Context: an optimization exercise on an open-source flow, tuned for small area. The choices shown serve that exercise and are no tape-out recipe. In this exercise RTL edits were held to simulation tests only and were not proved equivalent to the original. Power is estimated from default activity; no workload was simulated.

==> flow/design.v <==
`timescale 1ns/1ps
module reg_file(
    input clk,
    input [31:1] we,
    input [3:0] wdata,
    input [4:0] ra,
    input [4:0] rb,
    output [3:0] qa,
    output [3:0] qb
);
    wire [4*32-1:0] heads;
    assign heads[3:0] = 4'd0;
    genvar g;
    generate
        for (g = 1; g < 32; g = g + 1) begin : R
            reg [31:0] s;
            always @(posedge clk)
                s <= {we[g] ? wdata : s[3:0], s[31:4]};
            assign heads[g*4 +: 4] = s[3:0];
        end
    endgenerate
    assign qa = heads[ra*4 +: 4];
    assign qb = heads[rb*4 +: 4];
endmodule
`timescale 1ns/1ps
module cpu_top(
    input clk,
    input rst,
    output [31:0] imem_addr,
    input  [31:0] imem_rdata,
    output [31:0] dmem_addr,
    output [31:0] dmem_wdata,
    output        dmem_we,
    input  [31:0] dmem_rdata
);
    reg [2:0] ph;         
    reg init;             
    reg r2;               
    reg st_pend;          
    reg c;                
    reg eq;               
    reg [31:2] pc;
    reg [31:0] adr;       
    reg [31:0] wd;        
    assign imem_addr  = {pc, 2'b00};
    assign dmem_addr  = adr;
    assign dmem_wdata = wd;
    assign dmem_we    = st_pend;
    wire [31:0] ins = imem_rdata;
    wire [5:0] op  = ins[31:26];
    wire [4:0] rs  = ins[25:21];
    wire [4:0] rt  = ins[20:16];
    wire [4:0] rd  = ins[15:11];
    wire [5:0] fn  = ins[5:0];
    wire is_r    = op == 6'd0;
    wire is_lw   = op == 6'd35;
    wire is_sw   = op == 6'd43;
    wire is_beq  = op == 6'd4;
    wire is_addi = op == 6'd8;
    wire f_sub = fn == 6'h22;
    wire f_and = fn == 6'h24;
    wire f_or  = fn == 6'h25;
    wire f_xor = fn == 6'h26;
    wire f_slt = fn == 6'h2A;
    wire ph0  = ph == 3'd0;
    wire last = ph == 3'd7;
    wire [3:0] qa, qb;
    reg  [3:0] wnib;
    wire wen;
    wire [4:0] wa = is_r ? rd : rt;
    wire [31:1] we;
    wire [3:0] we_hi;
    wire [7:0] we_lo;
    genvar g;
    generate
        for (g = 0; g < 4; g = g + 1) begin : WH
            assign we_hi[g] = init | (wen & (wa[4:3] == g));
        end
        for (g = 0; g < 8; g = g + 1) begin : WL
            assign we_lo[g] = init | (wa[2:0] == g);
        end
        for (g = 1; g < 32; g = g + 1) begin : WE
            assign we[g] = we_hi[g >> 3] & we_lo[g & 7];
        end
    endgenerate
    reg_file rf(.clk(clk), .we(we), .wdata(wnib), .ra(rs), .rb(rt), .qa(qa), .qb(qb));
    wire [31:0] simm = {{16{ins[15]}}, ins[15:0]};
    wire [31:0] bimm = {simm[29:0], 2'b00};
    wire [31:0] pcw  = {pc, 2'b00};
    wire [3:0] imm_nib  = simm[ph*4 +: 4];
    wire [3:0] bimm_nib = bimm[ph*4 +: 4];
    wire [3:0] pc_nib   = pcw[ph*4 +: 4];
    wire tgt     = r2 & is_beq;                  
    wire use_imm = is_addi | is_lw | is_sw;
    wire do_sub  = is_r & (f_sub | f_slt);
    wire [3:0] a  = tgt ? (ph0 ? {pc[3:2], 2'b11} : pc_nib) : qa;
    wire [3:0] b0 = tgt ? bimm_nib : (use_imm ? imm_nib : qb);
    wire [3:0] b  = do_sub ? ~b0 : b0;
    wire cin = ph0 ? (do_sub | tgt) : c;
    wire [4:0] sum = {1'b0, a} + {1'b0, b} + {4'd0, cin};
    wire [3:0] x = a ^ b0;
    reg [3:0] res;
    always @(*) begin
        if (is_r & f_and)      res = a & b0;
        else if (is_r & f_or)  res = a | b0;
        else if (is_r & f_xor) res = x;
        else                   res = sum[3:0];
    end
    wire eq_now = (ph0 | eq) & (x == 4'd0);
    wire need_r2 = (is_r & f_slt) | is_lw | is_beq;
    assign wen = ~init & (r2 ? ((is_r & f_slt) | is_lw)
                             : ((is_r & ~f_slt) | is_addi));
    always @(*) begin
        if (init)       wnib = 4'd0;
        else if (!r2)   wnib = res;
        else if (is_lw) wnib = ph0 ? dmem_rdata[3:0] : adr[3:0];
        else            wnib = {3'd0, ph0 & ~c};
    end
    wire cap = r2 & is_lw & ph0;
    wire pc_en = last & ~init & (r2 | ~need_r2);
    wire [31:0] tnext = {res, adr[31:4]};
    always @(posedge clk) begin
        c   <= sum[4];
        if (!r2) eq <= eq_now;
        adr <= {res, cap ? dmem_rdata[31:4] : adr[31:4]};
        wd  <= {qb, wd[31:4]};
    end
    always @(posedge clk or posedge rst) begin
        if (rst) begin
            ph <= 3'd0; init <= 1'b1; r2 <= 1'b0; st_pend <= 1'b0; pc <= 30'd0;
        end else begin
            ph <= ph + 3'd1;
            st_pend <= ~init & ~r2 & is_sw & last;
            if (pc_en & tgt & eq)
                pc <= tnext[31:2];
            else
                pc <= pc + {29'd0, pc_en};
            if (last) begin
                init <= 1'b0;
                if (!init)
                    r2 <= ~r2 & need_r2;
            end
        end
    end
endmodule
export LEC_CHECK = 0
export CAP_MARGIN = 20
export CORE_MARGIN = 2
export CORE_UTILIZATION = 72
export SLEW_MARGIN = 20
create_clock -name core_clock -period 7.0 [get_ports {clk}]
standard.sh (not shown) runs the stock make flow with config.mk's settings and CLKGATE_MAP_FILE= SYNTH_SCRIPT=/design/flow/synth_recipe.tcl, a recipe that flattens the netlist after the stock synthesis.
==> flow/flow/run.sh <==
#!/bin/bash
# The standard ORFS flow with three changes to how the layout is made:
#  - synthesis maps the logic with an area-oriented ABC script (flow/area.abc);
#    everything else in synthesis, flip-flop mapping included, is the standard one;
#  - port buffers are buf_1;
#  - the clock tree is built from clkbuf_4 with small clusters and no dummy loads.
# Each step's full output goes to a log of its own in this folder.
set -euo pipefail
W=$(pwd)
cat > "$W/area_synth.tcl" <<EOT
# The standard flow's synthesis script, with ABC's mapping script replaced by flow/area.abc
proc abc {args} {
  set out {}
  set skip 0
  foreach a \$args {
    if {\$skip} { set skip 0; continue }
    if {\$a eq "-script" || \$a eq "-D"} { set skip 1; continue }
    lappend out \$a
  }
  yosys abc -script $W/flow/area.abc {*}\$out
}
source $W/synth_recipe.tcl
EOT
bash standard.sh "SYNTH_SCRIPT=$W/area_synth.tcl" synth > synth.log 2>&1
bash standard.sh \
  "SYNTH_SCRIPT=$W/area_synth.tcl" \
  "BUFFER_PORTS_ARGS=-buffer_cell sky130_fd_sc_hd__buf_1" \
  "CTS_ARGS=-sink_clustering_enable -repair_clock_nets -dont_use_dummy_load -buf_list sky130_fd_sc_hd__clkbuf_4 -sink_clustering_size 10 -sink_clustering_max_diameter 40" \
  finish > layout.log 2>&1
==> flow/flow/area.abc <==
strash
&get -n
&st
&syn2
&dch -f
&nf -R 1000
&put
strash
&get -n
&st
&syn2
&dch -f
&nf -R 1000
&put
Next try:
--- a/flow/design.v
+++ b/flow/design.v
@@ -85,18 +85,13 @@
     endgenerate
     reg_file rf(.clk(clk), .we(we), .wdata(wnib), .ra(rs), .rb(rt), .qa(qa), .qb(qb));
     wire [31:0] simm = {{16{ins[15]}}, ins[15:0]};
-    wire [31:0] bimm = {simm[29:0], 2'b00};
-    wire [31:0] pcw  = {pc, 2'b00};
-    wire [3:0] imm_nib  = simm[ph*4 +: 4];
-    wire [3:0] bimm_nib = bimm[ph*4 +: 4];
-    wire [3:0] pc_nib   = pcw[ph*4 +: 4];
-    wire tgt     = r2 & is_beq;                  
+    wire [3:0] imm_nib = simm[ph*4 +: 4];
     wire use_imm = is_addi | is_lw | is_sw;
     wire do_sub  = is_r & (f_sub | f_slt);
-    wire [3:0] a  = tgt ? (ph0 ? {pc[3:2], 2'b11} : pc_nib) : qa;
-    wire [3:0] b0 = tgt ? bimm_nib : (use_imm ? imm_nib : qb);
+    wire [3:0] a  = qa;
+    wire [3:0] b0 = use_imm ? imm_nib : qb;
     wire [3:0] b  = do_sub ? ~b0 : b0;
-    wire cin = ph0 ? (do_sub | tgt) : c;
+    wire cin = ph0 ? do_sub : c;
     wire [4:0] sum = {1'b0, a} + {1'b0, b} + {4'd0, cin};
     wire [3:0] x = a ^ b0;
     reg [3:0] res;
@@ -118,7 +113,7 @@
     end
     wire cap = r2 & is_lw & ph0;
     wire pc_en = last & ~init & (r2 | ~need_r2);
-    wire [31:0] tnext = {res, adr[31:4]};
+    wire [29:0] pc_add = (pc_en & r2 & is_beq & eq) ? simm[29:0] : 30'd0;
     always @(posedge clk) begin
         c   <= sum[4];
         if (!r2) eq <= eq_now;
@@ -131,10 +126,7 @@
         end else begin
             ph <= ph + 3'd1;
             st_pend <= ~init & ~r2 & is_sw & last;
-            if (pc_en & tgt & eq)
-                pc <= tnext[31:2];
-            else
-                pc <= pc + {29'd0, pc_en};
+            pc <= pc + pc_add + {29'd0, pc_en};
             if (last) begin
                 init <= 1'b0;
                 if (!init)
Outcome: The new run went through all stages and came out clean; routed wire length drops by roughly a tenth; die area stays flat; sequential share of layout area drops by 0.26 points; power increases slightly; synthesized cell count climbs by a few percent; via count drops slightly; utilization drops by 0.82 points; clock skew drops by 0.017 ns; count of clock-buffer cells in the layout stays the same.

-- afterwards: timing with drivers on the ports --
Ports are ideal in the flow. The routed layouts listed here were re-timed in OpenROAD. Step 1, drivers: a clkbuf_16 drives clk and a buf_2 each remaining input, both assumed. Step 2 adds t to the input delays and takes it off the output delays; t is the mean of the earliest and latest rising clock arrival at the registers after step 1. Input paths then give back, and output paths get back, about the clock's delay inside the block. Slacks: ideal / step 1 / step 2; pairs: ideal / step 1.
| run | t, ns | setup slack, ns | latest minus earliest clock arrival (ns) | pins driven straight from the clock port |
|---|---|---|---|---|
| the first run | 0.885 | 1.610 / 1.605 / 0.720 | 0.102 / 0.102 | 1 |
| the second run | 0.857 | 1.277 / 1.313 / 0.456 | 0.130 / 0.130 | 1 |
After both steps setup and hold are still met in every run listed. The setup slack of the first run, which loses most, moves by -0.005 ns with the drivers and by -0.890 ns with both steps.
